Source: an optimization exercise on an open RTL-to-GDS flow (aim: small area, a short achievable clock period and few clock cycles). Production flows keep margins and buffers that such runs may drop. Where RTL was checked, it was by simulation tests only, not by an equivalence proof against the original.

// bitcoin_hash
module bitcoin_hash(input logic clk, reset_n, start,
                    input logic [15:0] message_addr, output_addr,
                    output logic done, mem_we,
                    output logic [15:0] mem_addr,
                    output logic [31:0] mem_write_data,
                    input logic [31:0] mem_read_data);
==> flow/config.mk <==
export PLATFORM = sky130hd
export DESIGN_NAME = bitcoin_hash
export DESIGN_NICKNAME = bitcoin_hash
export VERILOG_FILES = /design/flow/design.v
export SDC_FILE = /design/flow/constraint.sdc
export NUM_CORES = 8
export LEC_CHECK = 0
export ABC_AREA = 1
export CAP_MARGIN = 30
export CORE_MARGIN = 2
export CORE_UTILIZATION = 50
export CTS_CLUSTER_DIAMETER = 90
export CTS_CLUSTER_SIZE = 26
export PLACE_DENSITY = 0.65
export SETUP_SLACK_MARGIN = 4.8
export SLEW_MARGIN = 30
==> flow/constraint.sdc <==
create_clock -name core_clock -period 8.5 [get_ports {clk}]
set_input_delay 1.7000 -clock core_clock [delete_from_list [all_inputs] [get_ports {clk}]]
set_output_delay 1.7000 -clock core_clock [all_outputs]
set_load 0.01 [all_outputs]
run.sh (not shown) runs the stock make flow with config.mk's settings and CLKGATE_MAP_FILE= SYNTH_SCRIPT=/design/flow/synth_recipe.tcl, a recipe that flattens the netlist after the stock synthesis.
Testbench counts at the start, summed over its fixed seeds: cycles 39,648.
Edit:
==> flow/flow/run.sh (new file) <==
#!/bin/bash
set -euo pipefail
bash standard.sh SETUP_SLACK_MARGIN=6 finish > flow_make.log 2>&1
==> flow/standard.sh (new file) <==
#!/bin/bash
# synth_recipe.tcl (not shown) runs the flow's synth.tcl, then flattens the netlist and writes it again
# the make line also repeats each setting of config.mk as NAME=value (left out here)
make -C /OpenROAD-flow-scripts/flow DESIGN_CONFIG=/design/flow/config.mk WORK_HOME=/design/flow/orfs CLKGATE_MAP_FILE= SYNTH_SCRIPT=/design/flow/synth_recipe.tcl "${@:-finish}"
Settings changed: CTS_CLUSTER_DIAMETER 90 to 80, CTS_CLUSTER_SIZE 26 to 20, SETUP_SLACK_MARGIN 4.8 to not set.
removed: flow/run.sh
- setup slack improves by 0.021 ns
- cell area rose by about a fifth
Edit:
==> flow/run.sh (new file) <==
#!/bin/bash
# synth_recipe.tcl (not shown) runs the flow's synth.tcl, then flattens the netlist and writes it again
# the make line also repeats each setting of config.mk as NAME=value (left out here)
make -C /OpenROAD-flow-scripts/flow DESIGN_CONFIG=/design/flow/config.mk WORK_HOME=/design/flow/orfs CLKGATE_MAP_FILE= SYNTH_SCRIPT=/design/flow/synth_recipe.tcl finish
Settings changed: CTS_CLUSTER_DIAMETER 80 to 90, CTS_CLUSTER_SIZE 20 to 26, SETUP_SLACK_MARGIN set to 4.7.
removed: flow/flow/run.sh
removed: flow/standard.sh
What happened: The changed run completed without violations; worst setup slack is worse by 0.23 ns; final area falls by about 16%; wire length falls by about 12%; synthesized cell count stays the same.
Edit:
Settings changed: CTS_CLUSTER_DIAMETER 90 to 80, CTS_CLUSTER_SIZE 26 to 20, SETUP_SLACK_MARGIN 4.7 to 5.0.
What happened: The changed run ran to the end with no violations; routed wire length rose by 6.0%; critical path depth rose by 11; synthesized area does not change; flip-flop and latch count is unchanged; maximum frequency rose by 7.2%.
Edit:
Settings changed: ABC_AREA 1 to not set, CTS_CLUSTER_DIAMETER 80 to 90, CTS_CLUSTER_SIZE 20 to 26, SETUP_SLACK_MARGIN 5.0 to 4.8.
The new run produced a clean layout.
Worst setup slack degrades by 0.86 ns.
Flip-flop and latch count does not change.
Core utilization shrinks by 0.58 points.
Via count fell by 16%.
Synthesized cell count came out lower by 20%.
Routed wire length decreases by 15%.
Final cell count went down by 16%.
Die area fell by 1.7%.
Synthesized area decreases by 1.7%.
Global-route usage is lower by 4.3 points.


old:
Another version of the RTL of bitcoin_hash (not shown whole).
For scale: ~6600 cells after synthesis, ~1100 flip-flops, ~120 I/O pins, about 51000 um2 of cells after synthesis.
Settings: LEC_CHECK=0, ABC_AREA=1, CAP_MARGIN=20, CORE_MARGIN=2, CORE_UTILIZATION=50, CTS_CLUSTER_DIAMETER=80, CTS_CLUSTER_SIZE=20, PLACE_DENSITY=0.65, SETUP_SLACK_MARGIN=5.0, SLEW_MARGIN=20; clock period 8.5 ns.
Stock flow here: none of the scripts above is used.
Edits applied to the flow inputs when going from old to new:
diff --git a/flow/config.mk b/flow/config.mk
--- a/flow/config.mk
+++ b/flow/config.mk
@@ -9,8 +9,6 @@
 export CAP_MARGIN = 20
 export CORE_MARGIN = 2
-export CORE_UTILIZATION = 50
-export CTS_CLUSTER_DIAMETER = 80
-export CTS_CLUSTER_SIZE = 20
-export PLACE_DENSITY = 0.65
-export SETUP_SLACK_MARGIN = 5.0
+export CORE_UTILIZATION = 60
+export PLACE_DENSITY = 0.75
+export SETUP_SLACK_MARGIN = 4.0
 export SLEW_MARGIN = 20
==> results.txt <==
- Relative to old, via count has increased by 730 in new.
- Run comparison: new highest metal layer with signal wires met5; old highest metal layer with signal wires met4
- Clock network latency to the later pin of the worst-skew pair in new is 0.03 ns above old.
- Area overhead of the layout relative to synthesis in new vs old: down 8.0 points
- Relative to old, largest net degree at the start of global routing has increased by about 2.5% in new.
- Sort new and old by met3 demand-to-capacity share in global routing, descending, and new comes first.
- As of new, number of cells in the finished layout apart from fillers had fallen by a few percent compared to old.
- new: global-route usage higher than old
Function was not checked in any run of this note: the RTL went through the layout flow alone.


Setup of oak:
Another version of the RTL of bitcoin_hash (not shown whole).
Size in the first run: ~6300 cells after synthesis, about 1100 flip-flops, roughly 120 I/O pins.
## bitcoin_hash
module bitcoin_hash(input logic clk, reset_n, start,
                    input logic [15:0] message_addr, output_addr,
                    output logic done, mem_we,
                    output logic [15:0] mem_addr,
                    output logic [31:0] mem_write_data,
                    input logic [31:0] mem_read_data);
localparam logic [2047:0] K_ALL = {
   32'h428a2f98,32'h71374491,32'hb5c0fbcf,32'he9b5dba5,32'h3956c25b,32'h59f111f1,32'h923f82a4,32'hab1c5ed5,
   32'hd807aa98,32'h12835b01,32'h243185be,32'h550c7dc3,32'h72be5d74,32'h80deb1fe,32'h9bdc06a7,32'hc19bf174,
   32'he49b69c1,32'hefbe4786,32'h0fc19dc6,32'h240ca1cc,32'h2de92c6f,32'h4a7484aa,32'h5cb0a9dc,32'h76f988da,
   32'h983e5152,32'ha831c66d,32'hb00327c8,32'hbf597fc7,32'hc6e00bf3,32'hd5a79147,32'h06ca6351,32'h14292967,
   32'h27b70a85,32'h2e1b2138,32'h4d2c6dfc,32'h53380d13,32'h650a7354,32'h766a0abb,32'h81c2c92e,32'h92722c85,
   32'ha2bfe8a1,32'ha81a664b,32'hc24b8b70,32'hc76c51a3,32'hd192e819,32'hd6990624,32'hf40e3585,32'h106aa070,
   32'h19a4c116,32'h1e376c08,32'h2748774c,32'h34b0bcb5,32'h391c0cb3,32'h4ed8aa4a,32'h5b9cca4f,32'h682e6ff3,
   32'h748f82ee,32'h78a5636f,32'h84c87814,32'h8cc70208,32'h90befffa,32'ha4506ceb,32'hbef9a3f7,32'hc67178f2
};
localparam logic [255:0] IV = {32'h6a09e667, 32'hbb67ae85, 32'h3c6ef372, 32'ha54ff53a,
                               32'h510e527f, 32'h9b05688c, 32'h1f83d9ab, 32'h5be0cd19};
function automatic logic [31:0] kc(input logic [5:0] i);
   kc = K_ALL[(63-i)*32 +: 32];
endfunction
function automatic logic [31:0] iv(input logic [2:0] i);
   iv = IV[(7-i)*32 +: 32];
endfunction
function automatic logic [31:0] rotr(input logic [31:0] x, input int r);
   rotr = (x >> r) | (x << (32-r));
endfunction
function automatic logic [63:0] csa(input logic [31:0] x, y, z);
   logic [31:0] u;
   u = x ^ y;
  ...
export LEC_CHECK = 0
export ABC_AREA = 1
export CAP_MARGIN = 20
export CORE_MARGIN = 2
export CORE_UTILIZATION = 50
export CTS_CLUSTER_DIAMETER = 100
export CTS_CLUSTER_SIZE = 30
export PLACE_DENSITY = 0.65
export SETUP_SLACK_MARGIN = 5.0
export SLEW_MARGIN = 20
create_clock -name core_clock -period 8.5 [get_ports {clk}]
Testbench counts of oak, summed over its fixed seeds: cycles 72,288.
### oak -> pine
- a change of CORE_UTILIZATION from 50 to 60
- a change of SETUP_SLACK_MARGIN from 5.0 to 4.0
- a change of PLACE_DENSITY from 0.65 to 0.75
- a deleted CTS_CLUSTER_DIAMETER that had been 100
- a deleted CTS_CLUSTER_SIZE that had been 30
--- outcome ---
- Die area in pine is 16% below oak.
- Sort oak and pine by total number of vias, descending, and pine comes first.
- pine against oak; final-stage net count is down by a few percent.
- Compared with oak, pine shows number of core rows that has gone down by a little under 10%.
- Clock tree buffer count of the final layout was higher in pine than in oak.
- On final worst-path setup slack, oak beats pine.
- Of oak and pine, the lower synthesis-to-finish area growth belongs to pine.
- Between oak and pine, global-route usage is higher for pine, oak comes in under that.


Setup of job 5600:
RTL: one of the versions met above, not the one the previous note started from.
Size in the first run: roughly 1900 flip-flops, about 120 I/O pins, ~83000 um2 of cells after synthesis.
Settings: LEC_CHECK=0, ABC_AREA=1, CAP_MARGIN=30, CORE_MARGIN=2, CORE_UTILIZATION=50, CTS_CLUSTER_DIAMETER=80, CTS_CLUSTER_SIZE=20, PLACE_DENSITY=0.65, SLEW_MARGIN=30; clock period 8.5 ns.
standard.sh (not shown) runs the stock make flow with config.mk's settings and CLKGATE_MAP_FILE= SYNTH_SCRIPT=/design/flow/synth_recipe.tcl, a recipe that flattens the netlist after the stock synthesis.
==> flow/flow/run.sh <==
#!/bin/bash
set -euo pipefail
bash standard.sh SETUP_SLACK_MARGIN=7 finish > flow_make.log 2>&1
Job 5600 completed end to end with timing, DRC and antenna clean.
Testbench counts of job 5600, summed over its fixed seeds: cycles 39,648.
Inputs modified between job 5600 and job 4001:
- SETUP_SLACK_MARGIN now 4.5, previously not set
==> flow/run.sh (new file) <==
#!/bin/bash
# synth_recipe.tcl (not shown) runs the flow's synth.tcl, then flattens the netlist and writes it again
# the make line also repeats each setting of config.mk as NAME=value (left out here)
make -C /OpenROAD-flow-scripts/flow DESIGN_CONFIG=/design/flow/config.mk WORK_HOME=/design/flow/orfs CLKGATE_MAP_FILE= SYNTH_SCRIPT=/design/flow/synth_recipe.tcl finish
removed: flow/flow/run.sh
removed: flow/standard.sh
- For the final cycle utilization of the critical path, job 4001 came in 2.6 points higher than job 5600 did.
- Measured against each other, job 5600 and job 4001 differ in count of clock-buffer cells in the layout, the higher figure coming from job 5600.
Input changes introduced in job 2655 (baseline for comparison: job 4001):
- changing SETUP_SLACK_MARGIN from 4.5 to 4.8
==> comparison <==
Relative to job 4001, final area has gone up in job 2655. Relative to job 4001, count of routing violations after the opening detailed-route iteration has decreased by about 6% in job 2655. The setup slack number comes out higher for job 2655 vs job 4001. Summary: fmax, job 2655 better than job 4001. NOTE: slew at the pin closest to its max-slew limit in job 2655 exceeds that of job 4001. NOTE: data required time of the worst path in job 2655 exceeds that of job 4001. Maximum single-stage delay on the critical path: job 2655 < job 4001. | via count normalized by instance count | lower: job 4001 |.

## re-timing with driven ports
The flow's constraints put no driver on any port. The routed layouts listed below were extracted and timed again, unchanged, in two steps.
Step 1 (the two cells are an assumption about what drives the block):
set clk [get_ports {clk}]
set_driving_cell -lib_cell sky130_fd_sc_hd__clkbuf_16 $clk
set_driving_cell -lib_cell sky130_fd_sc_hd__buf_2 [delete_from_list [all_inputs] $clk]
Step 2 times the ports against the registers' clock, not the clock port: input delays grow and output delays shrink by t, the midpoint of the rising clock arrivals with the driver on.
Three values: ideal ports, drivers, drivers and shift; two values: the first two.
run	t, ns	slack for setup (ns)	pins driven straight from the clock port
the first run of note 1	0.853	4.785 / 4.771 / 4.214	1
the second run of note 1	0.910	4.806 / 4.806 / 4.806	1
the third run of note 1	0.854	4.573 / 4.573 / 4.235	1
the fourth run of note 1	0.895	4.835 / 4.835 / 4.400	1
the fifth run of note 1	0.842	3.976 / 3.976 / 3.976	1
old	0.734	4.662 / 4.662 / 4.436	1
new	0.782	4.022 / 4.022 / 4.022	1
oak	0.760	4.681 / 4.681 / 4.422	1
pine	0.765	4.052 / 4.052 / 4.052	1
job 5600	0.881	4.799 / 4.799 / 4.799	1
job 4001	0.867	4.578 / 4.578 / 4.195	1
job 2655	0.887	4.770 / 4.770 / 4.220	1
After both steps every run listed still meets setup and hold. The setup slack of the first run of note 1, which loses most, moves by -0.014 ns with the drivers and by -0.571 ns with both steps.
